What follows belongs to an exercise in optimizing a design on an open flow for small area, a short achievable clock period and few clock cycles per item; a production flow would make more cautious choices.
Only simulation tests tie the RTL to the original design; equivalence was not proved.
Power is estimated from default activity; no workload was simulated.

Design tea_interface, start of the top module:
module tea_interface(
    input [63:0] in,
    input mode,
    input reset,
    input write,
    input clk,
    output [63:0] out,
    output out_ready
);
For scale: about 0.016 mm^2 of cells after synthesis.
==> module tea_interface, before the edit <==
module tea_interface(
    input [63:0] in,
    input mode,
    input reset,
    input write,
    input clk,
    output [63:0] out,
    output out_ready
);
    localparam [31:0] DELTA   = 32'h9E3779B9;
    localparam [31:0] NDELTA  = 32'h61C88647;  
    localparam [31:0] SUM_DEC = 32'hC6EF3720;  
    function [31:0] bs(input [31:0] x);
        bs = {x[7:0], x[15:8], x[23:16], x[31:24]};
    endfunction
    wire [31:0] in_y = bs(in[63:32]);
    wire [31:0] in_z = bs(in[31:0]);
    reg [63:0] kp, kq;
    reg        qhi;       
    reg        wk;        
    reg [31:0] a, b, s;
    reg        m;         
    reg        ph;        
    reg        pre, post;  
    reg        busy, rdy;
    always @(posedge clk) begin
        kq <= kp;
        kp <= (reset | wk) ? {in_y, in_z} : kq;
        qhi <= wk ? 1'b1 : ~qhi;
    end
    wire        swp = pre | post;
    wire [31:0] t1, t2, t3;
    padd #(32) u1 (b << 4, kq[63:32], 1'b0, t1, );
    padd #(32) u2 (b, s, 1'b0, t2, );
    padd #(32) u3 (b >> 5, kq[31:0], 1'b0, t3, );
    wire [31:0] f   = t1 ^ t2 ^ t3;
    wire [31:0] fe  = f & {32{~swp}};
    wire [31:0] mm  = {32{m}};
    wire [31:0] nbr;
    padd #(32) u4 (mm ^ a, fe, 1'b0, nbr, );
    wire [31:0] nb  = mm ^ nbr;
    wire go   = busy & (swp | (qhi == (m ~^ ph)));
    wire fin  = ph & (s == (m ? DELTA : SUM_DEC));
    always @(posedge clk) begin
        if (reset) begin
            wk   <= 1'b1;
            busy <= 1'b0;
            rdy  <= 1'b0;
        end else begin
            wk <= 1'b0;
            if (write) begin
                busy <= 1'b1;
                rdy  <= 1'b0;
            end else if (go & (post | (~m & ~swp & fin))) begin
                busy <= 1'b0;
                rdy  <= 1'b1;
            end
        end
    end
    wire        sup = go & ~swp & ph;
    always @(posedge clk)
        s <= write ? (mode ? SUM_DEC : DELTA) : s + ((m ? NDELTA : DELTA) & {32{sup}});
    always @(posedge clk) begin
        if (write) begin
            a    <= in_y;
            b    <= in_z;
            m    <= mode;
            ph   <= 1'b0;
            pre  <= mode;
            post <= 1'b0;
        end else if (go) begin
            a <= b;
            b <= nb;
            if (swp) begin
                pre  <= 1'b0;
                post <= 1'b0;
            end else begin
                ph <= ~ph;
                if (m & fin) post <= 1'b1;
            end
        end
    end
    assign out = {bs(a), bs(b)};
    assign out_ready = rdy;
endmodule
clock: 12.0 ns
lec_check: 0
abc_area: 1
cap_margin: 20
core_margin: 2
core_utilization: 40
cts_cluster_diameter: 80
cts_cluster_size: 30
slew_margin: 20
standard.sh (not shown) runs the stock make flow with config.mk's settings and CLKGATE_MAP_FILE= SYNTH_SCRIPT=/design/flow/synth_recipe.tcl, a recipe that flattens the netlist after the stock synthesis.
==> flow/flow/run.sh <==
#!/bin/bash
# The standard layout, with two changes:
# - timing repair treats paths with less than MARGIN ns of slack as failing,
#   so it speeds up the design below the clock period;
# - the buffer on each input and output port is the smallest buffer.
set -euo pipefail
MARGIN=7.5
bash standard.sh SETUP_SLACK_MARGIN=$MARGIN \
  "BUFFER_PORTS_ARGS=-buffer_cell sky130_fd_sc_hd__buf_1" \
  finish > standard_finish.log 2>&1
Testbench counts at the start, summed over its fixed seeds: cycles 68,736, items 1,024.
Then changed:
--- a/flow/design.v
+++ b/flow/design.v
@@ -56,15 +56,13 @@
                 rdy  <= 1'b1;
             end
         end
     end
-    wire        sup = go & ~swp & ph;
-    always @(posedge clk)
-        s <= write ? (mode ? SUM_DEC : DELTA) : s + ((m ? NDELTA : DELTA) & {32{sup}});
     always @(posedge clk) begin
         if (write) begin
             a    <= in_y;
             b    <= in_z;
+            s    <= mode ? SUM_DEC : DELTA;
             m    <= mode;
             ph   <= 1'b0;
             pre  <= mode;
             post <= 1'b0;
@@ -75,8 +73,9 @@
                 pre  <= 1'b0;
                 post <= 1'b0;
             end else begin
                 ph <= ~ph;
+                if (ph) s <= s + (m ? NDELTA : DELTA);
                 if (m & fin) post <= 1'b1;
             end
         end
     end
Outcome: The new run went through all stages and came out clean. Die area rises by 1.1%. Clock skew came out lower by 16 ps. Fmax fell by 3.0%. Final cell count came out lower by 1.0%. Area after synthesis increases by 1.1%. Global-route usage decreases by 0.20 points. Via count grows by 0.78%. Power goes down by 0.68%. Worst setup slack got worse by 140 ps. Worst hold slack is about the same. Register-to-register slack gets worse by 110 ps. Sequential cell count is unchanged. Final area decreases by 1.2%. First-iteration DRC count is higher by 10%.
Testbench counts after the change, summed over its fixed seeds: cycles 68,736, items 1,024.

-- what the ideal ports hide --
The flow's constraints put no driver on any port. The routed layouts listed below were extracted and timed again, unchanged, in two steps.
Step 1 (the two cells are an assumption about what drives the block):
set clk [get_ports {clk}]
set_driving_cell -lib_cell sky130_fd_sc_hd__clkbuf_16 $clk
set_driving_cell -lib_cell sky130_fd_sc_hd__buf_2 [delete_from_list [all_inputs] $clk]
Step 2 adds t to the input delays and takes it off the output delays; t is the mean of the earliest and latest rising clock arrival at the registers after step 1. Input paths then give back, and output paths get back, about the clock's delay inside the block.
Three values: no drivers, after step 1, after step 2; two values: the first two.
run	t, ns	slack for setup (ns)	worst data-port slew with drivers (ns)
the first run	0.573	7.617 / 7.617 / 7.157	0.06
the second run	0.583	7.480 / 7.508 / 6.925	0.05
After both steps every run listed still meets setup and hold. For the second run, which loses most, drivers alone change the setup slack by +0.028 ns; drivers and shift together by -0.555 ns.
